What follows belongs to an exercise in optimizing a design on an open flow for a short achievable clock period and few clock cycles; a production flow would make more cautious choices.
In this exercise RTL edits were held to simulation tests only and were not proved equivalent to the original.
Power and IR drop assume default switching activity.

==> design.v <==
module ALU(a, b, ALU_Operation, ALU_Result, Zero);
  input [31:0] a, b;
  input [2:0] ALU_Operation;
  output reg[31:0] ALU_Result;
  output wire Zero;
  always@(a, b , ALU_Operation)
  begin
    case(ALU_Operation)
      3'b000:ALU_Result = a & b;
      3'b001:ALU_Result = a | b;
      3'b010:ALU_Result = a + b;
      3'b011:ALU_Result = a - b;
      3'b111:begin if(a < b)
                      ALU_Result = 32'b00000000000000000000000000000001;
                  else
                    ALU_Result = 32'b0;
                  end
      default:ALU_Result = 32'b0;
    endcase
  end
  assign Zero = (ALU_Result == 32'b0) ?
                1'b1 : 1'b0;
endmodule
module AluController(aluOp, func, aluOperation);
  input [1:0] aluOp;
  input [5:0] func;
  output reg [2:0] aluOperation;
  always@ (aluOp or func)
  begin
    aluOperation = 3'b000;
    if(aluOp == 2'b00)
    	aluOperation = 3'b010;
   	else if(aluOp == 2'b01)
    	aluOperation = 3'b011;
    else if(aluOp == 2'b11)
    	aluOperation = 3'b000;
    else if(aluOp == 2'b10)
    begin
    	if(func == 6'b100100)
    		aluOperation = 3'b000;
    	if(func == 6'b100101)
    		aluOperation = 3'b001;
    	if(func == 6'b100000)
    		aluOperation = 3'b010;
    	if(func == 6'b100010)
    		aluOperation = 3'b011;
    	if(func == 6'b101010)
    		aluOperation = 3'b111;
    end
  end
endmodule
module Controller(clk, rst, opcode, PCWrite, PCWriteCond, PCBne, MemWrite, MemRead, IRWrite, 
					IorD, MemToReg, RegWrite, Sel1, Sel2, Sel3, RegDst, ALUSrcB, ALUSrcA, PCSrc, ALUOp);
input [5:0] opcode;
input clk, rst;
output reg PCWrite, PCWriteCond, PCBne, MemWrite, MemRead, IRWrite, IorD, MemToReg, RegWrite, 
			Sel1, Sel2, Sel3, RegDst, ALUSrcA;
output reg [1:0] ALUSrcB, PCSrc, ALUOp;
reg [3:0] ps, ns;
localparam IF = 4'b0000;
localparam ID = 4'b0001;
localparam j = 4'b0010;
localparam beq = 4'b0011;
localparam rt = 4'b0100;
localparam rtFinish = 4'b0101;
localparam memRef = 4'b0110;
localparam lw = 4'b0111;
localparam lwFinish = 4'b1000;
localparam sw = 4'b1001;
localparam bne = 4'b1010;
localparam andi = 4'b1011;
localparam addi = 4'b1100;
localparam immFinish = 4'b1101;
localparam jr = 4'b1110;
localparam jal = 4'b1111;
always @(posedge clk or posedge rst)begin
	if(rst)
		ps <= IF;
	else
		ps <= ns;
end
always @(opcode or ps)begin
	case(ps)
		IF: ns = ID;
		ID: begin
			if(opcode == 6'b0) ns = rt;
			else if(opcode == 6'b001000) ns = addi;
			else if(opcode == 6'b001100) ns = andi;
			else if(opcode == 6'b000100) ns = beq;
			else if(opcode == 6'b000101) ns = bne;
			else if(opcode == 6'b000001) ns = jr;
			else if(opcode == 6'b000011) ns = jal;
			else if(opcode == 6'b000010) ns = j;
			else ns = memRef;
		end
		j: ns = IF;
		beq: ns = IF;
		rt: ns = rtFinish;
		memRef: begin
			if(opcode == 6'b100011) ns = lw;
			else ns = sw;
		end
		lw: ns = lwFinish;
		sw: ns = IF;
		rtFinish: ns = IF;
		lwFinish: ns = IF;
		jal: ns = IF;
		bne: ns = IF;
		andi: ns = immFinish;
		addi: ns = immFinish;
		immFinish: ns = IF;
		jr: ns = IF;
	endcase
end
always @(ps)begin
	{PCWrite, PCWriteCond, PCBne, MemWrite, MemRead, IRWrite, IorD, MemToReg, RegWrite, 
		Sel1, Sel2, Sel3, RegDst, ALUSrcA} = 14'b0;
	ALUSrcB = 2'b00;
	PCSrc = 2'b00;
	ALUOp = 2'b00;
	case(ps)
		IF: begin
			{MemRead, IRWrite, PCWrite} = 3'b111;
			ALUSrcB = 2'b01;
		end
		ID: ALUSrcB = 2'b11;
		j: begin
			PCWrite = 1'b1;
			PCSrc = 2'b01;
		end
		beq: begin
			{ALUSrcA, PCWriteCond} = 2'b11;
			ALUOp = 2'b01;
			PCSrc = 2'b10; 
		end
		rt: begin
			ALUOp = 2'b10;
			ALUSrcA = 1'b1;
		end
		rtFinish: {RegDst, RegWrite} = 2'b11;
		memRef: begin
			ALUSrcA = 1'b1;
			ALUSrcB = 2'b10;
		end
		lw: {IorD, MemRead} = 2'b11;
		lwFinish: {MemToReg, RegWrite} = 2'b11;
		sw: {IorD, MemWrite} = 2'b11;
		jal: {Sel1, Sel2, RegWrite, PCSrc, PCWrite} = 5'b11111;
		bne: begin
			{ALUSrcA, PCBne} = 2'b11;
			ALUOp = 2'b01;
			PCSrc = 2'b10; 
		end
		andi: begin
			ALUSrcA = 1'b1;
			ALUSrcB = 2'b10;
			ALUOp = 2'b11;
		end
		addi: begin
			ALUSrcA = 1'b1;
			ALUSrcB = 2'b10;
			ALUOp = 2'b00;
		end
		immFinish: RegWrite = 1'b1;
		jr: begin
			{ALUSrcA, Sel3, PCWrite} = 3'b111;
			ALUSrcB = 2'b01;
		end
	endcase
end
endmodule
module Mux32bits(a, b, sel, y);
  input [31:0] a, b;
  input sel;
  output wire [31:0] y;
  assign y = sel ? a : b;
endmodule
module Mux5bits(a, b, sel, y);
  input [4:0] a, b;
  input sel;
  output wire [4:0] y;
  assign y = sel ? a : b;
endmodule
module Mux3(a, b, c, sel, y);
  input [31:0] a, b, c;
  input [1:0] sel;
  output wire [31:0] y;
  assign y = (sel == 2'b00) ? a:
             (sel == 2'b01) ? b:
             (sel == 2'b10) ? c : a;
endmodule
module Mux4(a, b, c, d, sel, y);
  input [31:0] a, b, c, d;
  input [1:0] sel;
  output wire [31:0] y;
  assign y = (sel == 2'b00) ? a:
             (sel == 2'b01) ? b:
             (sel == 2'b10) ? c:
             (sel == 2'b11) ? d: a;
endmodule
module Register(a, clk, reset, w);
  input [31:0] a;
  input clk, reset;
  output reg [31:0] w;
  always @(posedge clk, posedge reset)
  begin
    if(reset == 1'b1)
      w <= 32'b0;
    else
      w <= a;
    end
  endmodule
module Register_with_control(a, clk, reset, control_signal, w);
  input [31:0] a;
  input clk, reset, control_signal;
  output reg [31:0] w;
  always @(posedge clk, posedge reset)
  begin
    if(reset == 1'b1)
      w <= 32'b0;
    else if(control_signal == 1'b1)
      w <= a;
    end
endmodule
module RegisterFile(Read_Register1, Read_Register2, Write_Register, Write_Data,
RegWrite, clk, reset, Read_Data1, Read_Data2);
input [4:0] Read_Register1, Read_Register2, Write_Register;
input [31:0] Write_Data;
input clk, reset, RegWrite;
output wire [31:0] Read_Data1, Read_Data2;
reg [31:0] reg_File [0:31];
integer i;
always @(posedge clk, posedge reset)
  begin
    if(reset == 1'b1)
      for(i = 0; i < 32; i = i + 1)begin
        reg_File[i] <= 32'b0;
      end
    else if(RegWrite == 1'b1)
            reg_File[Write_Register] <= Write_Data;
    end
assign Read_Data1 = reg_File[Read_Register1];
assign Read_Data2 = reg_File[Read_Register2];
endmodule
module Shifter26bits(a, y);
  input [25:0] a;
  output wire [27:0] y;
  assign y = {a[25:0], 2'b00};
endmodule
module Shifter32bits(a, y);
  input [31:0] a;
  output wire [31:0] y;
  assign y = {a[29:0], 2'b00};
endmodule
module SignExtender(a, y);
  input [15:0] a;
  output wire [31:0] y;
  assign y = a[15] ? {16'b1111111111111111, a[15:0]} : 
                     {16'b0000000000000000, a[15:0]};
endmodule
module DataPath(clk, reset, x, IorD, MemWrite, MemRead, IRWrite, RegDst, MemToReg, RegWrite,
 ALUSrcA, ALUSrcB, ALUOperation, PCSrc, Sel1, Sel2, Sel3, zero, func, opcode,
 mem_addr, mem_we, mem_wdata, mem_rdata);
  output wire [31:0] mem_addr;
  output wire mem_we;
  output wire [31:0] mem_wdata;
  input [31:0] mem_rdata;
  input clk, reset, IorD, MemWrite, MemRead, IRWrite, RegDst, MemToReg, RegWrite, ALUSrcA, x, Sel1, Sel2, Sel3;
  input [2:0] ALUOperation;
  input [1:0] PCSrc, ALUSrcB;
  output wire [5:0] func, opcode;
  output wire zero;
  wire [31:0] nextPc, pc, ALUOUTReg, address, ReadData, BRegOut, ARegOut, ir, mdr, z, WriteData, a,
  l, Read_Data1, Read_Data2, A, B, c, ALUResult, four, zero_num;
  wire [4:0] y, WriteReg,thirthyOne;
  wire ALUZero;
  wire [27:0]b;
  assign thirthyOne = 5'b11111;
  assign four = 32'b00000000000000000000000000000100;
  assign zero_num = 32'b0;
  assign func = ir[5:0];
  assign opcode = ir[31:26];
  assign zero = ALUZero;
  Register_with_control PC (nextPc, clk, reset, x, pc);
  Mux32bits MuxMemory (ALUOUTReg, pc, IorD, address);
  assign mem_addr = address;
  assign mem_we = MemWrite;
  assign mem_wdata = BRegOut;
  assign ReadData = MemRead ? mem_rdata : 32'b0;
  Register_with_control IR (ReadData, clk, reset, IRWrite, ir);
  Register MDR (ReadData, clk, reset, mdr);
  Mux5bits MaxWriteReg1 (ir[15:11], ir[20:16], RegDst, y);
  Mux5bits MaxWriteReg2 (thirthyOne, y, Sel1, WriteReg);
  Mux32bits MuxWriteData1 (mdr, ALUOUTReg, MemToReg, z);
  Mux32bits MuxWriteData2 (pc, z, Sel2, WriteData);
  SignExtender Extender (ir[15:0], l);
  RegisterFile RegFile (ir[25:21], ir[20:16], WriteReg, WriteData, RegWrite, clk, reset, Read_Data1, Read_Data2);
  Register RegA (Read_Data1, clk, reset, ARegOut);
  Register RegB (Read_Data2, clk, reset, BRegOut);
  Shifter32bits Shifter32 (l, a);
  Mux32bits MuxAReg (ARegOut, pc, ALUSrcA, A);
  Mux32bits MuxConstantValue (zero_num, four, Sel3, c);
  Mux4 Mux4 (BRegOut, c, l, a, ALUSrcB, B);
  ALU ALU (A, B, ALUOperation, ALUResult, ALUZero);
  Register ALUOut (ALUResult, clk, reset, ALUOUTReg);
  Shifter26bits Shifter26 (ir[25:0], b);
  Mux3 Mux3 (ALUResult,{pc[31:28],b}, ALUOUTReg, PCSrc, nextPc);
endmodule
module MIPS_MultiCycle(clk, reset, mem_addr, mem_we, mem_wdata, mem_rdata);
  input clk, reset;
  output wire [31:0] mem_addr;
  output wire mem_we;
  output wire [31:0] mem_wdata;
  input [31:0] mem_rdata;
  wire x, IorD, MemWrite, MemRead, IRWrite, RegDst, MemToReg, RegWrite, ALUSrcA, Sel1, Sel2, Sel3, zero,
  PCWrite, PCWriteCond, PCBne;
  wire [1:0] ALUSrcB, PCSrc, ALUOp;
  wire [2:0] ALUOperation;
  wire [5:0] func, opcode;
  wire e,f;
  DataPath DataPath (clk, reset, x, IorD, MemWrite, MemRead, IRWrite, RegDst, MemToReg, RegWrite,
  ALUSrcA, ALUSrcB, ALUOperation, PCSrc, Sel1, Sel2, Sel3, zero, func, opcode,
  mem_addr, mem_we, mem_wdata, mem_rdata);
  Controller Controller (clk, reset, opcode, PCWrite, PCWriteCond, PCBne, MemWrite, MemRead, IRWrite, 
	IorD, MemToReg, RegWrite, Sel1, Sel2, Sel3, RegDst, ALUSrcB, ALUSrcA, PCSrc, ALUOp);
	AluController AluController (ALUOp, func, ALUOperation);	
  assign e = PCWriteCond & zero;
  assign f = PCBne & ~zero;
  assign x = PCWrite | e | f;
endmodule
==> run.sh <==
#!/bin/bash
# synth_recipe.tcl (not shown) runs the flow's synth.tcl, then flattens the netlist and writes it again
# the make line also repeats each setting of config.mk as NAME=value (left out here)
make -C /OpenROAD-flow-scripts/flow DESIGN_CONFIG=/design/flow/config.mk WORK_HOME=/design/flow/orfs CLKGATE_MAP_FILE= SYNTH_SCRIPT=/design/flow/synth_recipe.tcl finish
==> config.mk <==
export PLATFORM = sky130hd
export DESIGN_NAME = MIPS_MultiCycle
export DESIGN_NICKNAME = MIPS_MultiCycle
export VERILOG_FILES = /design/flow/design.v
export SDC_FILE = /design/flow/constraint.sdc
export NUM_CORES = 4
export LEC_CHECK = 0
export CAP_MARGIN = 20
export CORE_MARGIN = 2
export CORE_UTILIZATION = 30
export SLEW_MARGIN = 20
==> constraint.sdc <==
create_clock -name core_clock -period 10.0 [get_ports {clk}]
set_input_delay 2.0000 -clock core_clock [delete_from_list [all_inputs] [get_ports {clk}]]
set_output_delay 2.0000 -clock core_clock [all_outputs]
set_load 0.01 [all_outputs]
==> summary.txt <==
Leakage 30.1 nW; antenna violations before repair 18; clk buf depth 3; PwrDens 338 nW/um2; clock slew seen by the registers of the worst setup and hold paths 0.06 ns; vias 60600; Ys Warns 7; CTS tree done; Seq cells post-synth 1220; fin nets 6548; Yosys cell types 95; Worst setup EP type flop; period utilisation layout 0.842; startpoint types flop; share of cells above drive strength 1 0.0956; Cell Count, Final, Fillers Out 9210; Final Hold Fails 0; Clock Latency Late Sink 0.81 ns; Pre-antenna DRT Iters 10; commonest non-fill, non-tap cell in the layout dfrtp_1; global-route wire length before repair 442000 um; Sw Pwr 11.4 mW; Worst EP arrival 9.07 ns; Die H 458 um; Flop pwr share 0.322; VDD IR-drop max 208 uV; initial cell density of the core 0.302; Post-synth EDFFs 0; CTS HTree Levels 4; Clk pwr share 0.220; CTS sink cnt 1220; Worst Skew 0.0418 ns; DP HPWL 178000 um; Placer Congestion 0.949; Max-Cap Viols 0; DRC errors left 0; core area 205000 um2; # rows 166; Ports 99; DRT antenna net count 0; actual slew at the worst max-slew pin 1.27 ns; sw frac 0.477; GRT overflow 0; DP Area 66200 um2; # setup viols final 0; pin count of the biggest net entering global routing 186; PortBufs 98; hold buffers post-CTS 0; # fillers 20700; setup_tns 0 ns; Synth async-reset ratio 1.00; Wirelength per Cell 34.8 um; WL final 321000 um; Rel. slew slack 0.154; 1st-iter DRT viols 10100; final instance area 70800 um2; RSZ-0062 raised after global routing no; Tmin final 8.42 ns; syn avg cell area 9.37 um2; crit path kind flop to flop; number of setup buffers added after CTS 0; CTS root buffer clkbuf_16; most frequent cells in the layout 1220 x dfrtp_1, 1186 x nand2_1, 1113 x o21ai_0; fmax 119 MHz; HP Class flop to flop; vias in the first global route 56000; clock buffer count from CTS 135; Synth Net Count 6766; Post-Syn Area 62000 um2; Gate Count Post-Synth 6613; sequential share of the synthesized area 0.493; Vias per Instance 6.58; GRT Resource Usage Total 0.295; Pins Over Slew Limit 0; required time worst endpoint 10.65 ns; Crit Path Max Fanout 28; Die Width 458 um; dpl cells 8945; status timing/DRC/antenna clean; Core Util, Final 0.345; ys flop type dfrtp_1; die area 210000 um2; layout overhead on the synthesized area 14.3%; Combinational Power Share 0.458; cts repair resizes 0; internal power 12.5 mW
worst max-delay path, stage by stage (launching register included):
cell and delay (ns):
dfrtp_1 0.98, nand2b_1 0.28, and2_1 0.23, mux2i_1 0.46, and2_1 0.19, buf_4 0.30, a21oi_1 0.07, o21ai_0 0.36
ha_1 0.44, nor4_2 0.76, o2111ai_2 0.48, and3_1 0.31, nor3_1 0.20, o21ai_0 0.37, nor4_1 0.66, nand4b_1 0.18
nor4_2 0.37, mux2i_1 0.23, and3_2 0.94, mux2_2 0.43
power by group through the flow:
stage / Clock (mW) / Sequential (mW) / Combinational (mW)
floorplan: 0 / 7.07 / 6.44
CTS: 5.25 / 7.63 / 10.4
finish: 5.26 / 7.70 / 11.0
global route: 5.45 / 7.82 / 11.4
detailed placement: 0 / 7.70 / 10.4
global placement: 0 / 7.67 / 10.3
area by class of cell:
| class | instances | area, um2 | area share |
|---|---|---|---|
| Timing Repair Buffer | 243 | 2180 | 0.0308 |
| Inverter | 112 | 424 | 0.00599 |
| Tap cell | 2688 | 3360 | 0.0475 |
| Clock buffer | 197 | 3960 | 0.0559 |
| Clock inverter | 48 | 633 | 0.00894 |
| Antenna cell | 19 | 47.5 | 0.000671 |
| Multi-Input combinational cell | 4683 | 29700 | 0.419 |
| Sequential cell | 1220 | 30500 | 0.431 |
flip-flops by register name, indices dropped and copies added (netlist names):
register,cells
Controller.ps,4
DataPath.ALUOut.w,32
DataPath.IR.w,32
DataPath.MDR.w,32
DataPath.PC.w,32
DataPath.RegA.w,32
DataPath.RegB.w,32
DataPath.RegFile.reg_File,1024
Yosys cell counts, drive strengths merged (5+ instances only):
master	count	area share
a221oi	331	0.047
nor2	149	0.0090
and3	7	0.00071
or2	10	0.0010
xor2	11	0.0016
o21bai	7	0.00085
o21ai	1155	0.094
a22oi	338	0.041
inv	112	0.0068
o21a	9	0.0011
nand4	137	0.014
and2	46	0.0046
a22o	329	0.047
a31oi	5	0.00050
o31ai	16	0.0019
mux2	92	0.018
nor4b	5	0.00071
dfrtp	1220	0.49
a211oi	15	0.0020
o311ai	7	0.00099
nor3	29	0.0023
ha	117	0.024
or3	8	0.00081
nand3	93	0.0075
buf	48	0.0046
a2111oi	5	0.0011
o221ai	16	0.0024
nand3b	14	0.0017
nor3b	5	0.00079
a222oi	5	0.00081
nor4	15	0.0016
o32a	64	0.010
a21boi	5	0.00061
nand2b	19	0.0019
mux2i	92	0.015
xnor2	16	0.0023
nand2	1218	0.074
a311oi	8	0.0011
a21o	30	0.0036
nor2b	14	0.0014
a21oi	161	0.013
o211ai	13	0.0016
a2bb2oi	7	0.00099
clkbuf	550	0.033
per-layer routing:
layer,track usage,part of all wire
met1,0.379,0.38
met2,0.400,0.39
met3,0.138,0.16
met4,0.166,0.073
met5,0.0186,0.0020
logic make-up after synthesis:
logic type	after synthesis	synth area share
adders and majority gates	119	0.0243
AOI/OAI and AO/OA	2568	0.278
DFF	1220	0.493
buffers and inverters	710	0.0447
xor gates and xnor gates	27	0.00382
and+or+nand+nor	1785	0.124
muxes	184	0.0326
worst paths after layout:
kind,from,end,cells past startpoint,slack [ns]
max,Controller.ps[3],DataPath.PC.w[21],19,1.58
min,DataPath.RegFile.reg_File[22][6],DataPath.RegFile.reg_File[22][6],2,0.51
max reg2reg,Controller.ps[3],DataPath.PC.w[21],19,1.58
min reg2reg,DataPath.RegFile.reg_File[22][6],DataPath.RegFile.reg_File[22][6],2,0.51
max in group asynchronous,reset,DataPath.RegFile.reg_File[19][7],4,6.20
min in group asynchronous,reset,DataPath.RegFile.reg_File[1][21],2,1.61
through the flow:
step / hold WS, ns / power (mW) / setup WS, ns
floorplan: 0.471 / 13.5 / -8.86
global placement: 0.486 / 18.0 / 1.33
detailed placement: 0.495 / 18.1 / 1.66
CTS: 0.509 / 23.3 / 1.63
global route: 0.527 / 24.7 / 1.07
finish: 0.508 / 23.9 / 1.58
Testbench counts, summed over its fixed seeds: cycles 848,682.

## what the ideal ports hide
Ports are ideal in the flow. The routed layout listed here was re-timed in OpenROAD.
Step 1, drivers: a clkbuf_16 drives clk and a buf_2 each remaining input, both assumed.
Step 2 also shifts input and output timing later by t, the mid clock arrival at the registers, as if the neighbouring blocks saw the same clock.
Slacks: no drivers / after step 1 / after step 2; pairs: no drivers / after step 1.
t, ns: 0.875
slack for setup (ns): 1.580 / 1.580 / 1.580
worst slew at a driven data input, ns: 0.06
pins driven straight from the clock port: 1
After both steps setup and hold are still met in this run. For this run, drivers alone change the setup slack by 0.000 ns; drivers and shift together by 0.000 ns.
